What follows belongs to an exercise in optimizing a design on an open flow for small area and a short achievable clock period; a production flow would make more cautious choices. The RTL was checked by simulation tests, not by an equivalence proof against the original design.

## flow/design.v (module list and top-level ports; edited modules follow where they fit)
// module hb_filter: 2027 lines
module hb_filter(input logic clk,
                 input logic reset_n,
                 input logic signed [15:0] x_in,
                 output logic signed [15:0] y_out);
  // ...
==> flow/flow/run.sh <==
#!/bin/bash
# Standard layout; synthesis skips Yosys's early "abc -fast" so that the full-adder
# trees written in the RTL reach extract_fa unchanged; repair aims at a large setup margin.
set -euo pipefail
bash standard.sh SYNTH_ARGS=-noabc SETUP_SLACK_MARGIN=12 CTS_CLUSTER_SIZE=20 CTS_CLUSTER_DIAMETER=80 finish > standard.log 2>&1
==> flow/standard.sh <==
#!/bin/bash
# synth_recipe.tcl (not shown) runs the flow's synth.tcl, then flattens the netlist and writes it again
# the make line also repeats each setting of config.mk as NAME=value (left out here)
make -C /OpenROAD-flow-scripts/flow DESIGN_CONFIG=/design/flow/config.mk WORK_HOME=/design/flow/orfs CLKGATE_MAP_FILE= SYNTH_SCRIPT=/design/flow/synth_recipe.tcl "${@:-finish}"
==> flow/config.mk <==
export PLATFORM = sky130hd
export DESIGN_NAME = hb_filter
export DESIGN_NICKNAME = hb_filter
export VERILOG_FILES = /design/flow/design.v
export SDC_FILE = /design/flow/constraint.sdc
export NUM_CORES = 4
export LEC_CHECK = 0
export CAP_MARGIN = 20
export CORE_MARGIN = 2
export CORE_UTILIZATION = 40
export SLEW_MARGIN = 20
==> flow/constraint.sdc <==
create_clock -name core_clock -period 16.0 [get_ports {clk}]
set_input_delay 3.2000 -clock core_clock [delete_from_list [all_inputs] [get_ports {clk}]]
set_output_delay 3.2000 -clock core_clock [all_outputs]
set_load 0.01 [all_outputs]
==> results.cfg, run 1 <==
[worst_setup_path]
worst-path-buf-inv = 4
end_kind = flip-flop
crit_end = r0_17_1$_DFF_PN0_
path_class = flip-flop to flip-flop
cp_max_fo = 4
reg2reg_slack_ps = 11450
cp-start-kind = flip-flop
path_delay_family = adder cells
crit_top_cell = fa_1

[layout]
n_sequential_cell = 596
largest_class = multi-input gates
clock_area_share_pct = 3.40
final_common_cell = fa_1
fill_cells = 7009

[drt]
wl_met1_mm = 33.8
ant_nets = 0
via_count = 16800
drc = 0
routed.top_layer = met5

[timing]
setup_violations = 0
fin_ws_ps = 11450
max_freq_ghz = 0.220
fin_skew_ps = 25.1

[worst_hold_path]
hold_path_depth = 0

[placed_design]
dpl.hpwl_mm = 63.1

[clock_tree]
post_cts_buffers = 42
htreeDepth = 2
max-clock-path-buffers = 3
hold_buffers = 0

[logic_synthesis]
synth.avg_cell_area_um2 = 14.8
async_reset_ff_share_pct = 82.9
synth.area.mux_share_pct = 0.0967
syn_area_um2 = 32400
synth_fa_ha_area_share_pct = 40.9

[floorplan]
dieArea_um2 = 83200
tapCellCount = 1060

[grt]
antenna_found_initial = 3
use_met3_pct = 4.14
grt_max_degree = 84
overflow = 0

[run_status]
run_status = no timing/DRC/antenna violations
==> run 2: changes to the inputs <==
==> flow/flow/run.sh (replaced) <==
#!/bin/bash
# Standard layout; synthesis skips Yosys's early "abc -fast" so that the full-adder
# trees written in the RTL reach extract_fa unchanged; repair aims at a large setup margin.
set -euo pipefail
bash standard.sh SYNTH_ARGS=-noabc SETUP_SLACK_MARGIN=12 CTS_CLUSTER_SIZE=30 CTS_CLUSTER_DIAMETER=100 finish > standard.log 2>&1
==> run 2 against run 1 <==
Compared with the run above: clock skew rose by 26 ps; global-route usage shrank 0.26 points; worst hold slack got worse by 20 ps; via count about the same.
==> results.cfg, run 2 <==
[run_status]
run_status = no timing/DRC/antenna violations

[logic_synthesis]
netlist_instances = 2181
yosys_most_used_dff = dfrtp_1
synth_top_area_share_pct = 35.7
async_reset_ff_share_pct = 82.9
synth_cell_type_count = 66
synth_top_family_by_area = adder cells
synth_fa_ha_area_share_pct = 40.9
yosysWarnings = 2
synthSimpleGateAreaFrac_pct = 2.82
syn_area_um2 = 32400
synth.avg_cell_area_um2 = 14.8
yosysTopAreaCell = dfrtp_1
synth_nets = 2927
synth_xor_area_share_pct = 2.57
synth-edff-count = 0
synth.yosys.seq_area_share_pct = 44.6
synthTopCellsByCount = fa_1 (548), dfrtp_1 (462), inv_1 (358)
synth.area.mux_share_pct = 0.0967
yosys_register_bits = 596
synth-compound-area-share_pct = 4.75
yosysMostFrequentCell = fa_1
synth_area_leaders = dfrtp_1 (36%), fa_1 (34%), ha_1 (7.0%)

[floorplan]
core_um2 = 80300
fp-row-count = 104
ios = 34
dieArea_um2 = 83200
fp.dieH_um = 288
start_util_pct = 40.3
die_x_um = 288

[drt]
drt-pass1-iter-count = 5
drt_iter0_markers = 1264
wl_met2_mm = 39.6
routed.top_layer = met5
via_count = 16800
vias_per_cell = 4.95
drt_wl_total_mm = 80.6
drc = 0
wl_per_cell_um = 23.8
ant_nets = 0
wl_met3_mm = 4.82
wl_met1_mm = 33.5

[worst_setup_path]
cp_max_fo = 3
worstPathArrival_ps = 5070
path_cells = buf_6, fa_2, fa_2, fa_1, inv_2, fa_1, fa_1, inv_1, fa_1, fa_1, inv_2, fa_2, inv_1
crit_top_cell = fa_1
crit_required_ps = 16540
path_class = flip-flop to flip-flop
end_kind = flip-flop
slowest_delay_ps = 540
crit_slowest_cell = fa_1
cp-start-kind = flip-flop

[timing]
slew_headroom_pct = 32.5
hold_viol = 0
fin_crit_ps = 4530
fin_ws_ps = 11470
max_freq_ghz = 0.221
tightest_slew_ps = 1000
timing.final.crit_share_pct = 28.3
setup_violations = 0
rsz0062_at_grt = yes
tns_ps = 0
finalMaxSlewViolations = 0
fin_skew_ps = 50.8

[layout]
area_delta_synth_final_pct = 12.7
final_common_cell = fa_1
seq_area_um2 = 14700
largest_reg_flops = 416
layout-drive-gt1-share_pct = 19.1
largest_register = taps
final_net_count = 3056
final_cell_mix = fa_1 (470), dfrtp_1 (441), inv_1 (321)
fill_cells = 7061
multi_input_area_um2 = 17000

[placed_design]
gp_congestion = 0.934
io_buffers = 33
pre_cts_slack_ps = 9410
dpl.hpwl_mm = 63.1

[clock_tree]
cts_buffers = 26
max-clock-path-buffers = 3
root_buffer = clkbuf_16
htreeDepth = 1
clkLatencyLatePin_ps = 630
clkTransAtPathRegs_ps = 110
clock-sinks = 596
hold_buffers = 0
cts_tree = yes

[grt]
antenna_found_initial = 3
grt_usage_pct = 20.4
grt_pass1_vias = 19200
grt_max_degree = 106
overflow = 0
grt_pass1_wl_mm = 122

[worst_hold_path]
hp-class = flip-flop to flip-flop

[job]
drv_cap = 0
[run 2: cell types whose count changed in the layout (fill, tap and decap cells not counted), moves of 3 or more]
cell / before / now
clkbuf_16: 41 / 29
dfxtp_2: 35 / 45
buf_4: 36 / 45
dfxtp_4: 61 / 52
clkbuf_1: 20 / 14
ha_1: 174 / 169
buf_6: 21 / 18
dfrtp_1: 444 / 441
dfrtp_2: 18 / 21
ha_2: 0 / 3
[run 2: cells by family after synthesis]
logic type / count (synthesis)
AND/OR/NAND/NOR: 168
flip-flops: 596
adder cells (fa/ha/maj): 728
multiplexers: 3
buffers and inverters: 367
XOR/XNOR: 95
AO/OA/AOI/OAI: 224
[run 2: final cells by class]
| class | instances | share of cell area [%] |
|---|---|---|
| diodes | 2 | 0.0137 |
| clock buffers | 42 | 2.03 |
| clock inverters | 6 | 0.295 |
| inverters | 358 | 3.69 |
| multi-input cells | 1218 | 46.7 |
| flip-flops and latches | 596 | 40.4 |
| well taps | 1060 | 3.64 |
| repair buffers | 110 | 3.22 |
[run 2: critical path: cells and delay by family (launching register included)]
family	cells	cell delay, ps
fa+ha+maj	8	3780
flops	1	390
buf+inv	5	290
[run 2: through the flow]
stage          std cells  cell area [um^2]  hold slack (ps)  util [%]
2_1_floorplan       2181             32500              331         -
3_3_place_gp        3270             34100              332      42.5
3_5_place_dp        3270             34100              335      42.5
4_1_cts             3361             35900              303      44.7
5_1_grt             3390             36500              311      45.4
6_report            3392             36500              314      45.4
[run 2: what timing repair did]
action,in CTS,in global routing
pin swaps,79,64
gates cloned,3,2
setup endpoints to repair,452,250
setup buffers,40,27
gates resized for setup,280,91
[run 2: per-layer routing]
layer	GRT usage, %	up-vias
met5	0	-
met4	5.95	2
met3	3.93	126
met2	34.0	430
met1	27.2	9093
li1	-	7156
[run 2: final timing paths]
path / startpoint / to / slack [ps] / cells past startpoint
min in group asynchronous: reset_n / taps[24][13]$_DFF_PN0_ / 2450 / 1
max reg2reg: u0_4[15]$_DFF_P_ / r0_17_1$_DFF_PN0_ / 11470 / 13
max: u0_4[15]$_DFF_P_ / r0_17_1$_DFF_PN0_ / 11470 / 13
max in group asynchronous: reset_n / taps[11][1]$_DFF_PN0_ / 12360 / 4
min: taps[17][8]$_DFF_PN0_ / taps[18][8]$_DFF_PN0_ / 310 / 0
min reg2reg: taps[17][8]$_DFF_PN0_ / taps[18][8]$_DFF_PN0_ / 310 / 0

[separate check: timing with driven ports]
No port has a modelled driver above. Below, the same layouts with a new extraction and two added sets of constraints.
Step 1 (the two cells are an assumption about what drives the block):
set clk [get_ports {clk}]
set_driving_cell -lib_cell sky130_fd_sc_hd__clkbuf_16 $clk
set_driving_cell -lib_cell sky130_fd_sc_hd__buf_2 [delete_from_list [all_inputs] $clk]
Step 2 adds t to the input delays and takes it off the output delays; t is the mean of the earliest and latest rising clock arrival at the registers after step 1. Input paths then give back, and output paths get back, about the clock's delay inside the block.
a / b / c = ideal ports / drivers / drivers and shift; a / b = the first two.
| run | t (ns) | slack for setup (ns) | worst hold slack (ns) | worst register clock-pin slew, ns |
|---|---|---|---|---|
| run 1 | 0.636 | 11.447 / 11.447 / 11.447 | 0.334 / 0.334 / 0.334 | 0.09 / 0.09 |
| run 2 | 0.668 | 11.465 / 11.465 / 11.465 | 0.314 / 0.314 / 0.314 | 0.11 / 0.11 |
After both steps setup and hold are still met in every run listed.
